What follows belongs to an exercise in optimizing a design on an open flow for small area, a short achievable clock period and few clock cycles per item; a production flow would make more cautious choices. Only simulation tests tie the RTL to the original design; equivalence was not proved. Power figures rest on the tool's default switching activity, not on a simulated workload.

$ cat run.sh
#!/bin/bash
# synth_recipe.tcl (not shown) runs the flow's synth.tcl, then flattens the netlist and writes it again
# the make line also repeats each setting of config.mk as NAME=value (left out here)
make -C /OpenROAD-flow-scripts/flow DESIGN_CONFIG=/design/flow/config.mk WORK_HOME=/design/flow/orfs CLKGATE_MAP_FILE= SYNTH_SCRIPT=/design/flow/synth_recipe.tcl finish
$ cat config.mk
export PLATFORM = sky130hd
export DESIGN_NAME = topModule
export DESIGN_NICKNAME = topModule
export VERILOG_FILES = /design/flow/design.v
export SDC_FILE = /design/flow/constraint.sdc
export NUM_CORES = 4
export LEC_CHECK = 0
export CAP_MARGIN = 20
export CORE_MARGIN = 2
export CORE_UTILIZATION = 40
export SLEW_MARGIN = 20
$ cat constraint.sdc
create_clock -name core_clock -period 10.0 [get_ports {clock}]
set_input_delay 2.0000 -clock core_clock [delete_from_list [all_inputs] [get_ports {clock}]]
set_output_delay 2.0000 -clock core_clock [all_outputs]
set_load 0.01 [all_outputs]
$ cat design.v
`timescale 1ns / 1ps
module sqrt(
    input clock,
    input reset,
    input start_in,
    input wire [7:0] input_x,
    output reg done,
    output reg [7:0] output_x
);
localparam IDLE = 1'b0;
localparam WORK = 1'b1;
reg [7:0] x_buffer;
reg [7:0] m;
reg [7:0] b;
reg [7:0] y_buffer;
reg state;
always @(posedge clock) begin
    if (reset) begin
        state <= IDLE;
        x_buffer <= 0;
        m <= 1 << 6;
        y_buffer <= 0;
        done <= 0;
    end else begin
    case (state)
        IDLE: begin
            done <= 0;
            if (start_in) begin
                state <= WORK;
                x_buffer <= input_x;
                m <= 1 << 6;
                output_x <= 0;
                y_buffer <= 0;
            end
        end
        WORK: begin
            if (m != 0) begin
            b = y_buffer | m;
            y_buffer = y_buffer >> 1;
            if (x_buffer >= b) begin
                x_buffer = x_buffer - b;
                y_buffer = y_buffer | m;
            end
            m = m >> 2;
            end else begin
                state <= IDLE;
                output_x <= y_buffer;
                done <=1;
            end
        end
    endcase
    end
end
endmodule
`timescale 1ns / 1ps
module topModule(
    input clock,
    input reset,
    input start,
    input [7:0] input_a,
    input [7:0] input_b,
    output done,
    output [7:0] result
);
wire sqrt1_done;
wire [7:0] sqrt1_result;
wire [7:0] sqrt_plus_result;
wire sqrt_plus_done;
reg [7:0] input_a_reg;
always @(posedge clock) begin
    if (start) begin
        input_a_reg <= input_a;
    end
end 
sqrt sqrt1(
    .clock(clock),
    .reset(reset),
    .start_in(start),
    .input_x(input_b),
    .done(sqrt1_done),
    .output_x(sqrt1_result)
);
assign sqrt_plus_result = sqrt1_result+input_a_reg;
sqrt sqrt2(
    .clock(clock),
    .reset(reset),
    .start_in(sqrt1_done),
    .input_x(sqrt_plus_result),
    .done(done),
    .output_x(result)
);
endmodule
==> flow_metrics.tcl <==
set metrics [dict create \
    cts-resized-gates 0 \
    ys_seq_area_share_pct 41.8 \
    drt-pass1-iter-count 5 \
    stdcell_count 532 \
    comb_power_share_pct 18.3 \
    clockPowerShare_pct 34.8 \
    core_box_area_um2 8720 \
    postSynthRegisterBits 64 \
    die_w_um 98.8 \
    finalNetCount 462 \
    layout-drive-gt1-share_pct 7.55 \
    intPower_mw 0.450 \
    ctsHoldBuffers 0 \
    globalplace.congestion 0.795 \
    floorplan.die.height_um 98.8 \
    finalWorstPathRequiredPeriod_ns 3.81 \
    critical_path_cell_by_cell "clkdlybuf4s50_1 > nor2b_1 > or2_1 > nor2_1 > a311oi_2" \
    design_area_um2 4110 \
    route.detailed.drc 0 \
    io_pins 28 \
    synth_cell_type_count 59 \
    clk_pin_slew_worst_paths_ns 0.07 \
    cts_made_buffers 9 \
    timing.critical_path.max_delay_family "simple AND/OR/NAND/NOR gates" \
    r2r.worst_path.cells 6 \
    endpoint_kind "flip-flop" \
    timing.hold.worst.start "sqrt1.x_buffer[7]" \
    path_max_fanout 16 \
    first_global_vias 2825 \
    hold_path_end "sqrt1.x_buffer[7]" \
    max-cap-violations 0 \
    vdd_drop_max_uv 85.8 \
    tritoncts "built" \
    fill_cells 818 \
    grt_antenna_before_repair 0 \
    placement_rows 34 \
    nature_of_the_critical_path_startpoint "input pin" \
    total_die_area_um2 9760 \
    postRouteWirelength_um 7320 \
    cpPeakStageDelay_ns 0.83 \
    rsz0062_at_grt "no" \
    clock_skew_ns 0.00736 \
    run_status "finished clean" \
    port_buffers 26 \
    groute.usage.overall_pct 16.5 \
    p_leak_nw 1.49 \
    synthFlopType "sky130_fd_sc_hd__dfxtp_1" \
    wl_per_cell_um 13.8 \
    r2r_setup_slack_ns 6.83 \
    detailedPlacementHpwl_um 5270 \
    worst_ep_required_time_ns 10.25 \
    cts.sink_count 64 \
    postCtsSetupBuffers 0 \
    sum_neg_setup_slack_ns 0 \
    worst_hold_path.num_cells 2 \
    setup_viol 0 \
    path_buf_inv 1 \
    min-delay-path-class "flip-flop to flip-flop" \
    asyncSetResetFlopFracSynth_pct 0 \
    p_sw_mw 0.168 \
    setup_slack_ns 6.19 \
    power.sequential.fraction_pct 46.9 \
    clock_tree_root_driver_cell "sky130_fd_sc_hd__clkbuf_8" \
    num_antenna_cells 0 \
    finalHoldWorstSlack_ns 0.477 \
    synth.yosys.warnings 2 \
    dpl-instance-area_um2 3920 \
    drt_iter0_markers 109 \
    period_share_pct 38.1 \
    grt_pass1_wl_um 13100 \
    count_of_flip_flops_with_a_built_in_enable_after_synthesis 22 \
    crit_type "input pin to flip-flop" \
    dp_worst_setup_slack_ns 5.83 \
    detail-route-antenna-nets 0 \
    rr_endpoint "sqrt1.x_buffer[2]" \
    timing.slew.headroom_pct 50.8 \
    clock.fmax_ghz 0.262 \
    crit_arrival_ns 4.06 \
    final_common_cell "sky130_fd_sc_hd__nor2_1" \
    pwr_density_cell_nw_per_um2 150 \
    timing_max_transition_violations_final 0 \
    p_sw_share_pct 27.2 \
    avgViaCountPerCell 5.32 \
    crit_slowest_cell "sky130_fd_sc_hd__clkdlybuf4s50_1" \
    mappedNetlistNets 440 \
    worst-slew-pin-transition_ns 0.736 \
    number_of_cells_after_detailed_placement 516 \
    grt_start_max_net_pins 41 \
    timing.final.hold_violations 0 \
    postSynthCellCount 397 \
    crit-reg2reg-launch "sqrt1.state" \
    grt_overflow_total 0 \
    route.vias.total 2831 \
    max_clock_buf_depth 2 \
    syn_to_final_growth_pct 14.2 \
    synthesis.area_per_instance_um2 9.06 \
    h-tree-depth 3 \
    clock_latency_ns 0.33 \
    layout_common_cells "sky130_fd_sc_hd__nor2_1 (50), sky130_fd_sc_hd__dfxtp_1 (42), sky130_fd_sc_hd__a21oi_1 (36)" \
    synthesis.area_um2 3600 \
    start_util_pct 41.2 \
]
[power by group through the flow]
stage                     combinational [mW]  sequential [mW]  clock [mW]
after floorplan                       0.0922            0.291           0
after global placement                 0.112            0.296           0
after detailed placement               0.113            0.296           0
after CTS                              0.114            0.290       0.221
after global routing                   0.130            0.292       0.235
final                                  0.113            0.290       0.215
[Yosys cell counts, drive strengths merged (11+ instances only)]
library cell / instances / area (um^2)
edfxtp: 22 / 661
ha: 21 / 263
inv: 22 / 82.6
a21oi: 37 / 189
nand2: 29 / 109
nor2: 51 / 194
dfxtp: 42 / 841
and2: 13 / 81.3
o21ai: 15 / 75.1
nand2b: 11 / 71.3
a211oi: 14 / 130
nand3: 16 / 80.1
[final cells by class]
cell class | instances | area [um^2] | share of cell area, %
Clock buffer | 12 | 145 | 3.53
Clock inverter | 4 | 43.8 | 1.07
Inverter | 23 | 86.3 | 2.10
Multi-Input combinational cell | 293 | 1920 | 46.8
Sequential cell | 64 | 1500 | 36.6
Tap cell | 108 | 135 | 3.29
Timing Repair Buffer | 28 | 275 | 6.70
[worst max path at each step]
stage	from	to	slack [ns]	depth (start not counted)
3_3_place_gp	start	sqrt1.x_buffer[2]	5.94	5
3_5_place_dp	start	sqrt1.x_buffer[2]	5.83	5
5_1_grt	start	sqrt1.x_buffer[6]	6.02	5
4_1_cts	start	sqrt1.x_buffer[2]	6.19	5
6_report	start	sqrt1.x_buffer[2]	6.19	5
2_1_floorplan	reset	sqrt2.output_x[0]	6.80	3
[worst register-to-register path, cell delays in order (launching register included)]
cell and delay [ns]:
sky130_fd_sc_hd__dfxtp_1 0.80, sky130_fd_sc_hd__clkinv_1 0.69, sky130_fd_sc_hd__nor2_2 0.45, sky130_fd_sc_hd__o21a_2 0.24, sky130_fd_sc_hd__or2_1 0.55, sky130_fd_sc_hd__nor2_1 0.12
sky130_fd_sc_hd__a311oi_2 0.25
[kinds of logic (layout without fill, tap and decap cells)]
logic type                 Yosys count  after routing  synth area share (%)
DFF                                 64             64                  41.8
xor gates and xnor gates             5              5                  1.22
buffers and inverters               40             67                  4.84
muxes                                6              6                  1.74
AOI/OAI and AO/OA                  102            102                  19.3
other                                1              1                 0.104
adders and majority gates           24             24                  8.98
and+or+nand+nor                    155            155                  22.1
[per-layer routing]
| layer | routed length (um) | up-vias | part of all wire [%] | GRT usage (%) |
|---|---|---|---|---|
| met5 | 0 | - | 0 | 0 |
| met4 | 80 | 0 | 1.1 | 5.06 |
| met3 | 193 | 6 | 2.6 | 3.83 |
| li1 | - | 1475 | - | - |
| met2 | 3610 | 43 | 49 | 27.8 |
| met1 | 3430 | 1307 | 47 | 21.2 |
[metrics by stage]
step / util, % / total power [mW]
finish: 47.1 / 0.618
global route: 47.1 / 0.656
CTS: 47.1 / 0.625
detailed placement: 44.9 / 0.409
global placement: 44.9 / 0.407
floorplan: - / 0.384
Testbench counts, summed over its fixed seeds: cycles 144,000, items 12,000.

re-timing with driven ports:
Ports are ideal in the flow. The routed layout listed here was re-timed in OpenROAD.
Step 1 (the two cells are an assumption about what drives the block):
set clk [get_ports {clock}]
set_driving_cell -lib_cell sky130_fd_sc_hd__clkbuf_16 $clk
set_driving_cell -lib_cell sky130_fd_sc_hd__buf_2 [delete_from_list [all_inputs] $clk]
Step 2 moves the port delays by t, midway between the first and last clock arrival at a register: inputs arrive t later, outputs are due t later. That takes back most of the time a late clock gives input paths.
Three values: ideal, step 1, step 2; two values: the first two.
shift t [ns]: 0.358
slack for setup (ns): 6.187 / 6.193 / 5.835
latest minus earliest clock arrival (ns): 0.008 / 0.008
slew at the worst register clock pin (ns): 0.07 / 0.07
After both steps setup and hold are still met in this run. For this run, drivers alone change the setup slack by +0.006 ns; drivers and shift together by -0.352 ns.
